This is an optimization exercise on Yosys and OpenROAD, whose aim is a short achievable clock period and few clock cycles, not a production implementation.
Only simulation tests tie the RTL to the original design; equivalence was not proved.
Power and IR drop assume default switching activity.

==> zinc <==
Design cpu_core, start of the top module:
module cpu_core
(
  output wire [9:0]   o_imem_addr ,
  output wire [9:0]   o_dmem_addr ,
  output wire         o_dmem_we   ,
  output wire [31:0]  o_dmem_wdata,
  input  wire [31:0]  i_imem_data ,
  input  wire [31:0]  i_dmem_rdata,
  input  wire         i_en        ,
  input  wire         i_rst       ,
  input  wire         clk
);
Settings: LEC_CHECK=0, CAP_MARGIN=40, CORE_MARGIN=2, CORE_UTILIZATION=45, PLACE_DENSITY=0.6, SLEW_MARGIN=40, SYNTH_HIERARCHICAL=1, TNS_END_PERCENT=100; clock period 10.5 ns.
standard.sh (not shown) runs the stock make flow with config.mk's settings and CLKGATE_MAP_FILE= SYNTH_SCRIPT=/design/flow/synth_recipe.tcl, a recipe that flattens the netlist after the stock synthesis.
==> flow/flow/run.sh <==
#!/bin/bash
# Standard ORFS layout (the standard.sh, unchanged synthesis), with a larger setup-slack
# margin for the resizer's repair_timing steps so that timing is optimised past the 10.5 ns
# constraint. The clock period and I/O constraints are the design's.
set -euo pipefail
bash standard.sh SETUP_SLACK_MARGIN=6 finish > run_standard.log 2>&1
==> xenon (differences from zinc) <==
--- a/flow/design.v
+++ b/flow/design.v
@@ -42,26 +42,22 @@
   input  wire [31:0]  i_dmem_rdata,
   input  wire         i_en        ,
   input  wire         i_rst       ,
   input  wire         clk
 );
   reg  [31:0] pc_f;                        
-  reg         was_dis;                     
-  reg  [31:0] ex_pc;                       
-  reg         ex_valid;                    
   reg  [31:0] ex_a, ex_b;                  
   reg  [31:0] ex_sd;                       
   reg  [9:0]  ex_abase;                    
   reg  [9:0]  ex_aoff;                     
   reg  [31:0] ex_pre;                      
   reg  [31:0] ex_alt;                      
   reg  [4:0]  ex_rd;
   reg         ex_wen;                      
   reg  [31:1] ex_wsel;                     
   reg         ex_st;
-  reg         ex_st_ok;                    
   reg         ex_ld_b, ex_ld_h, ex_ld_w, ex_ld_bu, ex_ld_hu;
   reg         ex_use_pre;
   reg         ex_jalr;
   reg         ex_jslow;                    
   reg         ex_pt;                       
   reg         ex_beq, ex_bne, ex_blt, ex_bge, ex_bltu, ex_bgeu;
@@ -74,15 +70,13 @@
   wire        eq     = (ex_a == ex_b);
   wire        ltu    = (ex_a <  ex_b);
   wire        lt     = ($signed(ex_a) < $signed(ex_b));
   wire        cond   = (ex_beq  &  eq ) | (ex_bne  & ~eq ) |
                        (ex_blt  &  lt ) | (ex_bge  & ~lt ) |
                        (ex_bltu &  ltu) | (ex_bgeu & ~ltu);
-  wire        kill    = was_dis;
-  wire        mispred = ~kill & (ex_jslow | (cond ^ ex_pt));
-  wire [31:0] replay_pc = ex_valid ? ex_pc : pc_f;
+  wire        mispred = ex_jslow | (cond ^ ex_pt);
   wire [31:0] sum    = ex_a + ex_b;
   wire [31:0] diff   = ex_a - ex_b;
   wire [31:0] shl    = ex_a << ex_b[4:0];
   wire [31:0] shr    = ex_a >> ex_b[4:0];
   wire [31:0] sha    = $signed(ex_a) >>> ex_b[4:0];
   wire [31:0] alu    = ({32{op_add }} & sum        ) |
@@ -101,13 +95,13 @@
                        ({32{ex_ld_bu}} & {24'd0,         rdw[7:0]}    ) |
                        ({32{ex_ld_hu}} & {16'd0,         rdw[15:0]}   );
   wire [31:0] res    = ldv | alu | ({32{ex_use_pre}} & ex_pre);
   wire [31:0] fix_pc = ex_jalr ? sum : ex_alt;
   assign o_imem_addr  = pc_f[11:2];
   add_cs10 u_dadd (.o_sum(o_dmem_addr), .i_a(ex_abase), .i_b(ex_aoff));
-  assign o_dmem_we    = i_en & ex_st_ok;
+  assign o_dmem_we    = i_en & ex_st;
   assign o_dmem_wdata = ex_sd;
   wire [31:0] ins    = i_imem_data;
   wire [4:0]  opc    = ins[6:2];
   wire [2:0]  f3     = ins[14:12];
   wire [4:0]  rd     = ins[11:7];
   wire [4:0]  rs1    = ins[19:15];
@@ -127,13 +121,13 @@
   wire [31:0] imm_s  = {{20{ins[31]}}, ins[31:25], ins[11:7]};
   wire [31:0] imm_b  = {{19{ins[31]}}, ins[31], ins[7], ins[30:25], ins[11:8], 1'b0};
   wire [31:0] imm_u  = {ins[31:12], 12'd0};
   wire [31:0] imm_j  = {{11{ins[31]}}, ins[31], ins[19:12], ins[20], ins[30:21], 1'b0};
   wire        writes = is_lui | is_auipc | is_jal | is_jalr | is_ld | is_alu;
   wire        wen    = writes & (rd != 5'd0);
-  wire        v      = ~mispred & ~kill;   
+  wire        v      = ~mispred;           
   wire [31:0] rf [0:31];
   assign rf[0] = 32'd0;
   genvar gi;
   generate
     for (gi = 1; gi < 32; gi = gi + 1) begin : g_rf
       assign rf[gi] = regs[gi];
@@ -151,34 +145,21 @@
   wire        br_st  = ins[31] | (f3 == 3'b001) | (f3 == 3'b101) | (f3 == 3'b111);
   wire [5:0]  bidx   = pc_f[7:2];
   wire        br_pt  = is_br & (bh_v[bidx] ? bh_t[bidx] : br_st);
   wire        jfast  = is_jalr & fwd1 & ex_use_pre;
   add_32 u_pcjr (.o_sum(pc_jr), .i_a(ex_pre), .i_b(imm_i));
   wire [31:0] pc_pred = is_jal ? pc_j : br_pt ? pc_b : jfast ? pc_jr : pc_4;
-  wire [31:0] pc_next = kill ? replay_pc : mispred ? fix_pc : pc_pred;
+  wire [31:0] pc_next = mispred ? fix_pc : pc_pred;
   wire [9:0]  ls_off = is_st ? {ins[29:25], ins[11:7]} : ins[29:20];
   integer k;
   always @(posedge clk) begin
     if (i_rst) begin
       pc_f       <= 32'd0;
-      ex_valid   <= 1'b0;
-    end else if (i_en) begin
-      pc_f       <= pc_next;
-      ex_valid   <= v;
-      ex_pc      <= pc_f;
-    end
-  end
-  always @(posedge clk) begin
-    was_dis <= ~i_rst & ~i_en;
-  end
-  always @(posedge clk) begin
-    if (i_rst) begin
       ex_wen     <= 1'b0;
       ex_wsel    <= 31'd0;
       ex_st      <= 1'b0;
-      ex_st_ok   <= 1'b0;
       ex_ld_b    <= 1'b0;
       ex_ld_h    <= 1'b0;
       ex_ld_w    <= 1'b0;
       ex_ld_bu   <= 1'b0;
       ex_ld_hu   <= 1'b0;
       ex_use_pre <= 1'b0;
@@ -199,18 +180,18 @@
       op_sltu    <= 1'b0;
       op_xor     <= 1'b0;
       op_srl     <= 1'b0;
       op_sra     <= 1'b0;
       op_or      <= 1'b0;
       op_and     <= 1'b0;
-    end else begin
+    end else if (i_en) begin
+      pc_f       <= pc_next;
       ex_wen     <= v & wen;
       for (k = 1; k < 32; k = k + 1)
         ex_wsel[k] <= v & wen & (rd == k);
       ex_st      <= v & is_st;
-      ex_st_ok   <= v & is_st & i_en;      
       ex_ld_b    <= v & is_ld & (f3 == 3'b000);
       ex_ld_h    <= v & is_ld & (f3 == 3'b001);
       ex_ld_w    <= v & is_ld & (f3 == 3'b010);
       ex_ld_bu   <= v & is_ld & (f3 == 3'b100);
       ex_ld_hu   <= v & is_ld & (f3 == 3'b101);
       ex_use_pre <= v & (is_lui | is_auipc | is_jal | is_jalr);
@@ -234,36 +215,42 @@
       op_sra     <= v & is_alu & (f3 == 3'b101) & alt;
       op_or      <= v & is_alu & (f3 == 3'b110);
       op_and     <= v & is_alu & (f3 == 3'b111);
     end
   end
   always @(posedge clk) begin
-    ex_rd    <= rd;
-    ex_a     <= rv1;
-    ex_b     <= (is_op | is_br) ? rv2 : imm_i;
-    ex_sd    <= rv2;
-    ex_pre   <= is_lui ? imm_u : is_auipc ? pc_u : pc_4;
-    ex_alt   <= br_pt ? pc_4 : pc_b;
-    ex_bidx  <= bidx;
-    ex_abase <= rv1[9:0];
-    ex_aoff  <= ls_off;
+    if (i_en) begin
+      ex_rd   <= rd;
+      ex_a    <= rv1;
+      ex_b    <= (is_op | is_br) ? rv2 : imm_i;
+      ex_sd   <= rv2;
+      ex_pre  <= is_lui ? imm_u : is_auipc ? pc_u : pc_4;
+      ex_alt  <= br_pt ? pc_4 : pc_b;
+      ex_bidx <= bidx;
+    end
   end
   always @(posedge clk) begin
     for (k = 0; k < 64; k = k + 1) begin
       if (i_rst) begin
         bh_v[k] <= 1'b0;
         bh_t[k] <= 1'b0;
-      end else if (i_en & ~kill & ex_br & (ex_bidx == k)) begin
+      end else if (i_en & ex_br & (ex_bidx == k)) begin
         bh_v[k] <= 1'b1;
         bh_t[k] <= cond;
       end
     end
   end
   always @(posedge clk) begin
+    if (i_en & (is_ld | is_st)) begin
+      ex_abase <= rv1[9:0];
+      ex_aoff  <= ls_off;
+    end
+  end
+  always @(posedge clk) begin
     for (k = 1; k < 32; k = k + 1) begin
       if (i_rst)
         regs[k] <= 32'd0;
-      else if (i_en & ~kill & ex_wsel[k])
+      else if (i_en & ex_wsel[k])
         regs[k] <= res;
     end
   end
 endmodule
- CORE_UTILIZATION: 45 -> 60
==> notes <==
zinc completed without violations. xenon completed with no timing, DRC or antenna violations. In xenon the worst hold slack is better than in zinc, by 0.0012 ns. Between zinc and xenon, the lower clock power is in xenon (gap about 5.4%, measured against xenon). Between zinc and xenon, the lower cell count is in xenon (gap about 6.6%, measured against xenon). Clock skew: zinc is higher than xenon (0.0070 ns). Against xenon, the critical path depth of zinc is higher by 1. Sequential power is about the same in zinc and xenon. Combinational power is about the same in xenon and zinc.
==> figures <==
Run status: zinc timing/DRC/antenna clean; xenon timing/DRC/antenna clean
Layout Cell Area excl Fill: zinc 0.0926 mm²; xenon 0.0906 mm²
Bufs w/o clock: zinc 593; xenon 516
Std-Cell Core Area: zinc 0.172 mm²; xenon 0.130 mm²
Average size of a mapped cell: zinc 8.47 µm²; xenon 8.57 µm²
Fraction of area in non-clock buffers: zinc 6.63%; xenon 6.01%
Number of global-route vias before repair: zinc 74,598; xenon 76,851
Capturing element of the worst setup path: zinc ex_abase[4]; xenon o_dmem_addr[9]
Number of sequential cells in the layout: zinc 1,426; xenon 1,402
Routability Congestion: zinc 1.01; xenon 1.03
Transition time at the pin with the least slew margin: zinc 1.03 ns; xenon 1.01 ns
Max incr delay on CP: zinc 0.78 ns; xenon 0.43 ns
Count of non-filler cells in the finished layout: zinc 11,527; xenon 10,813
Vertical die dimension: zinc 421 µm; xenon 366 µm
ANT cells: zinc 16; xenon 11
Global-route wire length before repair: zinc 564 mm; xenon 535 mm
Testbench counts of zinc, summed over its fixed seeds: cycles 12,234.
Testbench counts of xenon, summed over its fixed seeds: cycles 12,234.

## separate check: timing with driven ports
In the flow no input, the clock included, has a driving cell. The finished layouts below were timed again as built, in two steps. Step 1 assumes that a clkbuf_16 drives the clock port and a buf_2 every other input. Step 2 also shifts input and output timing later by t, the mid clock arrival at the registers, as if the neighbouring blocks saw the same clock. Three values: no drivers, after step 1, after step 2; two values: the first two.
run | t, ns | setup slack, ns | latest minus earliest clock arrival (ns) | worst data-port slew with drivers (ns)
zinc | 0.916 | 5.691 / 5.722 / 4.826 | 0.066 / 0.067 | 0.10
xenon | 0.898 | 5.684 / 5.601 / 4.928 | 0.060 / 0.060 | 0.21
After both steps every run listed still meets setup and hold. For zinc, which loses most, drivers alone change the setup slack by +0.031 ns; drivers and shift together by -0.865 ns.
